Background: an optimization exercise with open tools, aiming at small area. Do not read the settings as production practice.
Only simulation tests tie the RTL to the original design; equivalence was not proved.
No activity file was given, so power comes from the tool's default toggle rates.

[run.sh]
#!/bin/bash
# synth_recipe.tcl (not shown) runs the flow's synth.tcl, then flattens the netlist and writes it again
# the make line also repeats each setting of config.mk as NAME=value (left out here)
make -C /OpenROAD-flow-scripts/flow DESIGN_CONFIG=/design/flow/config.mk WORK_HOME=/design/flow/orfs CLKGATE_MAP_FILE= SYNTH_SCRIPT=/design/flow/synth_recipe.tcl finish
[config.mk]
export PLATFORM = sky130hd
export DESIGN_NAME = top
export DESIGN_NICKNAME = top
export VERILOG_FILES = /design/flow/design.v
export SDC_FILE = /design/flow/constraint.sdc
export NUM_CORES = 4
export LEC_CHECK = 0
export CAP_MARGIN = 20
export CORE_MARGIN = 2
export CORE_UTILIZATION = 40
export SLEW_MARGIN = 20
[constraint.sdc]
create_clock -name core_clock -period 10.0 [get_ports {i_wb_clk}]
set_input_delay 2.0000 -clock core_clock [delete_from_list [all_inputs] [get_ports {i_wb_clk}]]
set_output_delay 2.0000 -clock core_clock [all_outputs]
set_load 0.01 [all_outputs]
[design.v]
module down_clk
(
        input wire clk,                                                  
        input wire i_wb_rst,                                             
        input wire tick,                                                 
        input wire [15:0] divisor_reg,                                   
        output wire slow_tick                                            
);
        reg [15:0] divisor_reg_sync;
        wire zero_flag = divisor_reg_sync == 0;                          
        wire one_flag = divisor_reg_sync == 1;                           
        wire enable = (!zero_flag && !one_flag);                         
        wire odd_flag = divisor_reg_sync[0];                             
        wire [14:0] divisor_reg_sync_shifted = divisor_reg_sync >> 1;    
        reg [14:0] count;                                                
        reg slow_clk_calc;                                               
        wire toggle = enable && (
                        (!odd_flag && count == divisor_reg_sync_shifted-1) ||
                        (odd_flag && (((count == divisor_reg_sync_shifted) && !slow_clk_calc) || ((count == divisor_reg_sync_shifted-1) && slow_clk_calc))));
        assign slow_tick = tick && ((zero_flag | one_flag) || (toggle && !slow_clk_calc));
        always@(posedge clk or posedge i_wb_rst)
            if(i_wb_rst)    divisor_reg_sync <= 0;
            else if(tick)   divisor_reg_sync <= divisor_reg;
        always@(posedge clk or posedge i_wb_rst)
            begin
                if(i_wb_rst)
                    begin
                        count <= 0;
                        slow_clk_calc <= 0;
                    end
                else if(tick && enable)
                    begin
                        if(toggle)
                            begin
                                count <= 0;                              
                                slow_clk_calc <= ~slow_clk_calc;         
                            end
                        else
                            count <= count + 1;                          
                    end
            end
endmodule
module main_counter
(
        input wire clk,                                  
        input wire slow_tick,                            
        input wire rst,                                  
        input wire sw_rst,                               
        input wire irq_rst,                              
        input wire counter_en,                           
        input wire mode,                                 
        input wire timer_mode,                           
        input wire [15:0] period_reg,                    
        output reg [15:0] counter                        
);
        reg [15:0] period_reg_sync;                      
        reg sw_rst_sync;
        reg irq_rst_sync;
        reg counter_en_sync;
        reg mode_sync;
        reg timer_mode_sync;
        reg mode_prev;                                   
        reg counts;                                      
        always@(posedge clk or posedge rst) begin
            if(rst) begin
                period_reg_sync <= 16'b0;
                sw_rst_sync <= 0;
                irq_rst_sync <= 0;
                counter_en_sync <= 0;
                mode_sync <= 0;
                timer_mode_sync <= 0;
            end
            else if(slow_tick) begin
                period_reg_sync <= period_reg;
                sw_rst_sync <= sw_rst;
                irq_rst_sync <= irq_rst;
                counter_en_sync <= counter_en;
                mode_sync <= mode;
                timer_mode_sync <= timer_mode;
            end
        end
        always@(posedge clk or posedge rst) begin
            if(rst) begin
                counter <= 16'b0;
                mode_prev <= 1'b0;
                counts <= 1'b0;
            end else if(slow_tick) begin
                if(sw_rst_sync) begin
                    counter <= 16'b0;
                    mode_prev <= 1'b0;
                    counts <= 1'b0;
                end else begin
                        if(!mode_sync && mode_prev)  counter <= 16'b0;
                        if(!irq_rst_sync)    counts <= 1'b0;              
                        if(counter_en_sync) begin                         
                            if(mode_sync) begin       
                                if(counter < period_reg_sync-1) begin
                                    counter <= counter + 1;
                                end else begin
                                    counter <= 16'b0;
                                end
                            end else begin       
                                if(!timer_mode_sync && counts) begin
                                    counter <= 16'b0;                
                                end else begin
                                    if(counter >= period_reg_sync) begin
                                        counts <= 1'b1;              
                                        counter <= 16'b0;
                                    end else begin
                                        counter <= counter + 1;
                                    end
                                end
                            end
                        end
                        mode_prev <= mode_sync;
                end
            end
        end
endmodule
module pwm
(
        input wire clk,                                          
        input wire tick,                                         
        input wire rst,                                          
        input wire pwm_en,                                       
        input wire DC_sel,                                       
        input wire [15:0] i_DC,                                  
        input wire [15:0] counter,                               
        input wire [15:0] period_reg,                            
        input wire [15:0] DC_reg,                                
        output wire pwm                                          
);
        reg [15:0] period_reg_sync;
        reg [15:0] DC_reg_sync;
        reg pwm_en_sync;
        reg DC_sel_sync;
        reg pwm_calc;                                            
        wire [15:0] DC;                                          
        assign DC = DC_sel_sync? i_DC : DC_reg_sync;
        assign pwm = (DC > period_reg_sync)? 1'b1 : pwm_calc;
        always@(posedge clk or posedge rst) begin
            if(rst) begin
                period_reg_sync <= 0;
                DC_reg_sync <= 0;
                pwm_en_sync <= 0;
                DC_sel_sync <= 0;
            end else if(tick) begin
                period_reg_sync <= period_reg;
                DC_reg_sync <= DC_reg;
                pwm_en_sync <= pwm_en;
                DC_sel_sync <= DC_sel;
            end
        end
        always@(posedge clk or posedge rst) begin
            if(rst) begin
                pwm_calc <= 1'b0;
            end else if(tick && pwm_en_sync) begin
                if(counter < period_reg_sync) begin
                    pwm_calc <= (counter < DC)? 1'b1 : 1'b0;
                end else begin
                    pwm_calc <= 1'b0;
                end
            end
        end
endmodule
module timer
(
        input wire clk,                                          
        input wire tick,                                         
        input wire rst,                                          
        input wire timer_en,                                     
        input wire [15:0] counter,                               
        input wire [15:0] period_reg,                            
        output reg timer,                                        
        output reg irq_flag                                      
);
        reg [15:0] period_reg_sync;
        reg timer_en_sync;
        always@(posedge clk or posedge rst) begin
            if(rst) begin
                period_reg_sync <= 0;
                timer_en_sync <= 0;
            end else if(tick) begin
                period_reg_sync <= period_reg;
                timer_en_sync <= timer_en;
            end
        end
        always@(posedge clk or posedge rst) begin
            if(rst) begin
                timer <= 0;
                irq_flag <= 0;
            end else if(tick) begin
                if(timer_en_sync) begin
                    if(counter >= period_reg_sync) begin
                        timer <= 1'b1;
                        irq_flag <= 1'b1;
                    end else begin
                        timer <= 0;
                    end
                end else begin
                    timer <= 0;
                end
            end
        end
endmodule
module wb_slave#
(
        parameter num_ch = 4,                            
        parameter mem_width = 16,                        
        parameter mem_depth = 4 * num_ch,                
        parameter adr_width = 16                         
)
(
        input wire i_wb_clk,                             
        input wire i_wb_rst,                             
        input wire i_wb_cyc,                             
        input wire i_wb_stb,                             
        input wire i_wb_we,                              
        input wire [num_ch-1:0] irq_flag,                
        input wire [adr_width-1:0] i_wb_adr,             
        input wire [mem_width-1:0] i_wb_data,            
        output reg o_wb_ack,                             
        output reg [mem_width-1:0] o_wb_data,            
        output wire [mem_depth*mem_width-1:0] regs       
);
        wire [mem_width-1:0] regfile [0:mem_depth-1];    
        wire access = i_wb_cyc && i_wb_stb && (i_wb_adr < mem_depth);
        genvar g;
        generate
            for(g=0; g<mem_depth; g=g+1) begin: word
                reg [mem_width-1:0] r;
                always@(posedge i_wb_clk or posedge i_wb_rst) begin
                    if (i_wb_rst) begin
                        r <= 0;
                    end else if(access && i_wb_we && (i_wb_adr == g)) begin
                        r <= i_wb_data;
                    end else if(((g % 4) == 0) && irq_flag[g/4]) begin
                        r[5] <= 1'b1;
                    end
                end
                assign regfile[g] = r;
                assign regs[g*mem_width +: mem_width] = r;
            end
        endgenerate
        always@(posedge i_wb_clk or posedge i_wb_rst) begin
            if (i_wb_rst) begin
                o_wb_ack <= 0;
                o_wb_data <= 0;
            end else begin
                if(access) begin
                    if(!i_wb_we) o_wb_data <= regfile[i_wb_adr[3:0]];
                    o_wb_ack <= 1;
                end else begin
                    o_wb_ack <= 0;
                end
            end
        end
endmodule
module top#
(    
        parameter num_ch = 4,                                    
        parameter mem_width = 16,                                
        parameter mem_depth = 4 * num_ch,                        
        parameter adr_width = 16                                 
)
(    
        input wire i_wb_clk,                                     
        input wire i_wb_rst,                                     
        input wire i_wb_cyc,                                     
        input wire i_wb_stb,                                     
        input wire i_wb_we,                                      
        input wire [adr_width-1:0] i_wb_adr,                     
        input wire [mem_width-1:0] i_wb_data,                    
        input wire [num_ch*mem_width-1 : 0] i_DC,                
        input wire i_extclk,                                     
        input wire [num_ch-1:0] i_DC_valid,                      
        output wire [mem_width-1:0] o_wb_data,                   
        output wire o_wb_ack,                                    
        output wire [num_ch-1:0] o_pwm                           
);
        wire [num_ch-1:0] tick;                                  
        wire [num_ch-1:0] pwm_en;
        wire [num_ch-1:0] timer_en;
        wire [num_ch-1:0] slow_tick;                             
        wire [num_ch-1:0] pwm;                                   
        wire [num_ch-1:0] timer;                                 
        wire [num_ch-1:0] irq_flag;                              
        wire [num_ch*16-1 : 0] counter;                          
        wire [num_ch*mem_width-1 : 0] valid_ext_DC;              
        wire [mem_depth*mem_width-1 : 0] regs;                   
        reg [2:0] ext_sync;
        always@(posedge i_wb_clk or posedge i_wb_rst) begin
            if(i_wb_rst)    ext_sync <= 3'b0;
            else            ext_sync <= {ext_sync[1:0], i_extclk};
        end
        wire ext_rise = ext_sync[1] & ~ext_sync[2];
        wb_slave #(.num_ch(num_ch), .mem_width(mem_width), .mem_depth(mem_depth), .adr_width(adr_width))
            wb_slave_inst (
                    .i_wb_clk(i_wb_clk),
                    .i_wb_rst(i_wb_rst),
                    .i_wb_cyc(i_wb_cyc),
                    .i_wb_stb(i_wb_stb),
                    .i_wb_we(i_wb_we),
                    .irq_flag(irq_flag),
                    .i_wb_adr(i_wb_adr),
                    .i_wb_data(i_wb_data),
                    .o_wb_ack(o_wb_ack),
                    .o_wb_data(o_wb_data),
                    .regs(regs)
            );
        genvar i;                                                
        generate
            for(i=0; i<num_ch; i=i+1) begin: ch
                wire [15:0] ctrl    = regs[(4*i + 0)*mem_width +: 16];
                wire [15:0] period  = regs[(4*i + 1)*mem_width +: 16];
                wire [15:0] divisor = regs[(4*i + 2)*mem_width +: 16];
                wire [15:0] dc      = regs[(4*i + 3)*mem_width +: 16];
                        down_clk down_clk_inst(
                                .clk(i_wb_clk),
                                .i_wb_rst(i_wb_rst),
                                .tick(tick[i]),
                                .divisor_reg(divisor),
                                .slow_tick(slow_tick[i])
                        );
                        main_counter main_counter_inst(
                                .clk(i_wb_clk),
                                .slow_tick(slow_tick[i]),
                                .rst(i_wb_rst),
                                .sw_rst(ctrl[7]),
                                .irq_rst(ctrl[5]),
                                .counter_en(ctrl[2]),
                                .mode(ctrl[1]),
                                .timer_mode(ctrl[3]),
                                .period_reg(period),
                                .counter(counter[16*(i+1)-1 : 16*i])
                        );
                        pwm pwm_inst(
                                .clk(i_wb_clk),
                                .tick(tick[i]),
                                .rst(i_wb_rst),
                                .pwm_en(pwm_en[i]),
                                .DC_sel(ctrl[6]),
                                .i_DC(valid_ext_DC[mem_width*(i+1)-1 : mem_width*i]),
                                .counter(counter[16*(i+1)-1 : 16*i]),
                                .period_reg(period),
                                .DC_reg(dc),
                                .pwm(pwm[i])
                        );
                        timer timer_inst(
                                .clk(i_wb_clk),
                                .tick(tick[i]),
                                .rst(i_wb_rst),
                                .timer_en(timer_en[i]),
                                .counter(counter[16*(i+1)-1 : 16*i]),
                                .period_reg(period),
                                .timer(timer[i]),
                                .irq_flag(irq_flag[i])
                        );
                    assign tick[i] = ctrl[0]? ext_rise : 1'b1;
                    assign timer_en[i] = ~ctrl[1] & ctrl[2];       
                    assign pwm_en[i] = ctrl[1] & ctrl[2];          
                    assign valid_ext_DC[mem_width*(i+1)-1 : i*mem_width] = i_DC_valid[i]? i_DC[mem_width*(i+1)-1 : i*mem_width] : 0;
                    assign o_pwm[i] = ctrl[7]? 1'b0 : (ctrl[1]? pwm[i] : timer[i]);
            end
        endgenerate
endmodule
==> results.txt <==
worst max-delay path, delay by kind of cell:
family,cells,cell delay (ns)
buffers and inverters,3,1.17
adder cells (fa/ha/maj),1,0.14
AO/OA/AOI/OAI,8,1.24
AND/OR/NAND/NOR,3,0.77
area by class of cell:
type | instances | share of cell area
clock inverters | 36 | 0.00911
inverters | 321 | 0.0255
clock buffers | 110 | 0.0485
multi-input cells | 3178 | 0.469
flip-flops and latches | 712 | 0.376
diodes | 5 | 0.000264
repair buffers | 174 | 0.0350
well taps | 1380 | 0.0364
logic make-up (layout without fill, tap and decap cells):
kind of cell               after synthesis  after routing
buffers and inverters                  525            641
other                                    0              5
adders and majority gates              332            332
and+or+nand+nor                       1387           1387
muxes                                  279            279
DFF                                    712            712
xor gates and xnor gates               180            180
AOI/OAI and AO/OA                     1000           1000
synthesized netlist by cell type (37+ instances only):
library cell	instances
nand4_1	100
xor2_1	67
o21ai_1	53
nor4_1	42
nor2b_1	61
inv_1	321
a21o_1	60
clkbuf_1	160
nor3_1	79
mux2_2	268
a21oi_1	121
o21a_1	123
and3_1	40
a22oi_1	86
o22ai_1	37
o211ai_1	38
dfrtp_1	712
o21ai_0	276
nor2_1	185
nand2_1	612
nand2b_1	40
ha_1	332
nand3_1	99
xnor2_1	113
power by group:
part | internal, mW | switching, mW | leakage (nW)
registers | 2.89 | 0.00777 | 9.90
logic | 0.0569 | 0.130 | 11.6
clock network | 1.80 | 1.29 | 1.33
total | 4.74 | 1.43 | 22.8
placed cells by master, fill, tap and decap left out, types with 41 or more instances in the layout:
cell type,netlist,layout
ha_1,332,332
nand4_1,100,100
a21oi_1,121,121
a22oi_1,86,86
mux2_2,268,268
nor2b_1,61,61
xnor2_1,113,113
o21ai_1,53,53
clkbuf_16,0,82
nand3_1,99,99
o21ai_0,276,276
inv_1,321,320
buf_4,5,44
o21a_1,123,123
nand2_1,612,608
dfrtp_1,712,712
xor2_1,67,67
clkdlybuf4s50_1,0,124
a21o_1,60,60
nor4_1,42,41
nor2_1,185,185
nor3_1,79,72
per-layer routing:
layer  vias up  global-route usage  part of all wire
li1      15819                   -                 -
met1     16703               0.352              0.45
met3       239              0.0455             0.066
met4        18              0.0758             0.031
met5         -                   0           0.00086
met2       949               0.385              0.45
state kept, by name, summed over array words and instances, names as in the netlist, 16 cells and up:
name,count
ch.down_clk_inst.divisor_reg_sync,64
ch.timer_inst.period_reg_sync,64
ch.down_clk_inst.count,60
ch.main_counter_inst.period_reg_sync,64
wb_slave_inst.word.r,256
wb_slave_inst.o_wb_data,16
ch.main_counter_inst.counter,64
ch.pwm_inst.DC_reg_sync,64
path summary, 6_finish.rpt:
kind	cells past startpoint	slack [ns]	endpoint
max in group asynchronous	4	6.13	ch[1].down_clk_inst.count[5]
min	0	0.35	ext_sync[1]
max reg2reg	15	5.18	ch[3].main_counter_inst.counter[13]
min in group asynchronous	2	1.70	ch[2].main_counter_inst.counter[8]
max	15	2.69	o_pwm[3]
min reg2reg	0	0.35	ext_sync[1]
==> impl_metrics.csv <==
group,metric,value,unit
run_status,status,"no timing/DRC/antenna violations",
timing,setup_viol,0,
place,placed_cells,5764,
floorplan,die-width,328,um
detailed_routing,avgViaCountPerCell,5.70,
layout,area_growth,12.8,%
detailed_routing,dr.pass1.iters,6,
floorplan,core,104000,um2
timing,slew_headroom,0.200,
timing,max_freq,137,MHz
synthesis,async_flop_share,1.00,
clocking,cts_resized,0,
synthesis,ys.flop_type,"dfrtp_1",
setup_path,critPathArrivalTime,5.31,ns
synthesis,synthMuxAreaShare,0.0747,
setup_path,cp-start-kind,"input pin",
hold_path,min_from,"ext_sync[0]",
layout,finalNetCount,4906,
timing,drv_slew,0,
hold_path,holdCritPathClass,"flip-flop to flip-flop",
floorplan,rows,118,
setup_path,path_cells,"clkdlybuf4s50_1 > and2_1 > nand2_1 > o21a_1 > inv_1 > ha_1 > nor2b_1 > o21a_1 > o21a_1 > o21a_1 > o21a_1 > o21a_1 > o21bai_1 > a2111oi_0 > clkdlybuf4s50_1",
place,port_buffers,126,
setup_path,critPathKind,"input pin to primary output",
detailed_routing,vias,33728,
clocking,h-tree-depth,3,
detailed_routing,ant_nets,0,
detailed_routing,finalWirelength,134000,um
synthesis,synth-xor-area-share,0.0375,
timing,setup_ws,2.69,ns
synthesis,synth-adder-area-share,0.0989,
setup_path,timing.critical_path.required,8.00,ns
run,cap_violations,0,
synthesis,ys_seq_elements,712,
synthesis,yosysTopAreaCellShare,0.424,
timing,finClkSkew,0.0322,ns
place,gp_congestion,0.946,
place,dp_hpwl,96300,um
timing,finalHoldViolCount,0,
synthesis,yosysTopAreaCell,"dfrtp_1",
clocking,clk_pin_slew,0.06,ns
global_routing,grt_first_pass_wirelength,205000,um
clocking,root_buffer,"clkbuf_16",
clocking,ctsLongestPathBuffers,3,
clocking,post_cts_buffers,0,
synthesis,synth_compound_area_frac,0.156,
setup_path,crit_path_max_fanout,15,
synthesis,avgSynthCellArea,9.52,um2
pwr,leakagePower,22.8,nW
layout,drive_gt1_frac,0.111,
setup_path,slowest_delay,0.64,ns
global_routing,grt_use_total,0.249,
detailed_routing,drtIter0Drc,3088,
timing,period_minus_slack,7.31,ns
layout,instances_no_fill,5916,
synthesis,ys_seq_area_frac,0.424,
global_routing,grt_max_degree,167,
pwr,peakVddDrop,0.000125,V
layout,fin_area,47400,um2
synthesis,synthSimpleGateAreaFrac,0.161,
clocking,numCtsBuffers,81,
pwr,power.density,130,nW/um2
clocking,cts_hold_buf,0,
layout,final_core_util,0.457,
setup_path,cp_slowest_cell,"clkdlybuf4s50_1",
setup_path,rr_startpoint,"ch[3].main_counter_inst.period_reg_sync[0]",
synthesis,synthesis.area,42000,um2
global_routing,antenna_found_initial,14,
setup_path,crit_path_end_kind,"primary output",
layout,n_fill_cell,9943,
synthesis,post_synth_num_cell_types,95,
layout,regArea,17800,um2
timing,finalCritPeriodShare,0.731,
global_routing,globalRouteOverflowTotal,0,
pwr,power.total,6.17,mW
synthesis,yosys_warnings,6,
synthesis,synth_top_cells_by_area,"dfrtp_1, ha_1, mux2_2, nand2_1, o21ai_0",
floorplan,die_y,328,um
global_routing,grt_pass1_vias,32425,
timing,setup_tns,0,ns
clocking,cts_sinks,712,
layout,multiInputGateArea,22200,um2
timing,tightest_slew,1.20,ns
clocking,clk_latency,0.67,ns
synthesis,synthCells,4415,
setup_path,setup.worst_path.start,"i_DC_valid[3]",
timing,rsz0062_at_grt,"false",
synthesis,synth_nets,4853,
detailed_routing,wire_per_inst,22.7,um
floorplan,ios,127,
timing,hold_ws,0.347,ns
place,post-place-ws,2.72,ns
place,placed_cell_area,44600,um2
setup_path,crit_top_cell,"o21a_1",
synthesis,synth-edff-count,0,
synthesis,synth_top_family_by_area,"simple AND/OR/NAND/NOR gates",
floorplan,initial_core_util,0.405,
clocking,cts_tree,"yes",
floorplan,die_area,108000,um2
detailed_routing,drc_errors,0,

[afterwards: timing with drivers on the ports]
How much do the figures lean on ideal ports? The routed layout below was timed once more, with nothing changed but the port constraints.
Step 1, drivers: a clkbuf_16 drives i_wb_clk and a buf_2 each remaining input, both assumed.
Step 2 moves the port delays by t, midway between the first and last clock arrival at a register: inputs arrive t later, outputs are due t later. That takes back most of the time a late clock gives input paths.
a / b / c = ideal / step 1 / step 2; a / b = the first two.
shift t [ns]: 0.725
slack for setup (ns): 2.687 / 2.664 / 2.664
hold WS [ns]: 0.347 / 0.347 / 0.347
worst register clock-pin slew, ns: 0.07 / 0.07
worst slew at a driven data input, ns: 0.15
After both steps this run still meets setup and hold. For this run, drivers alone change the setup slack by -0.023 ns; drivers and shift together by -0.023 ns.
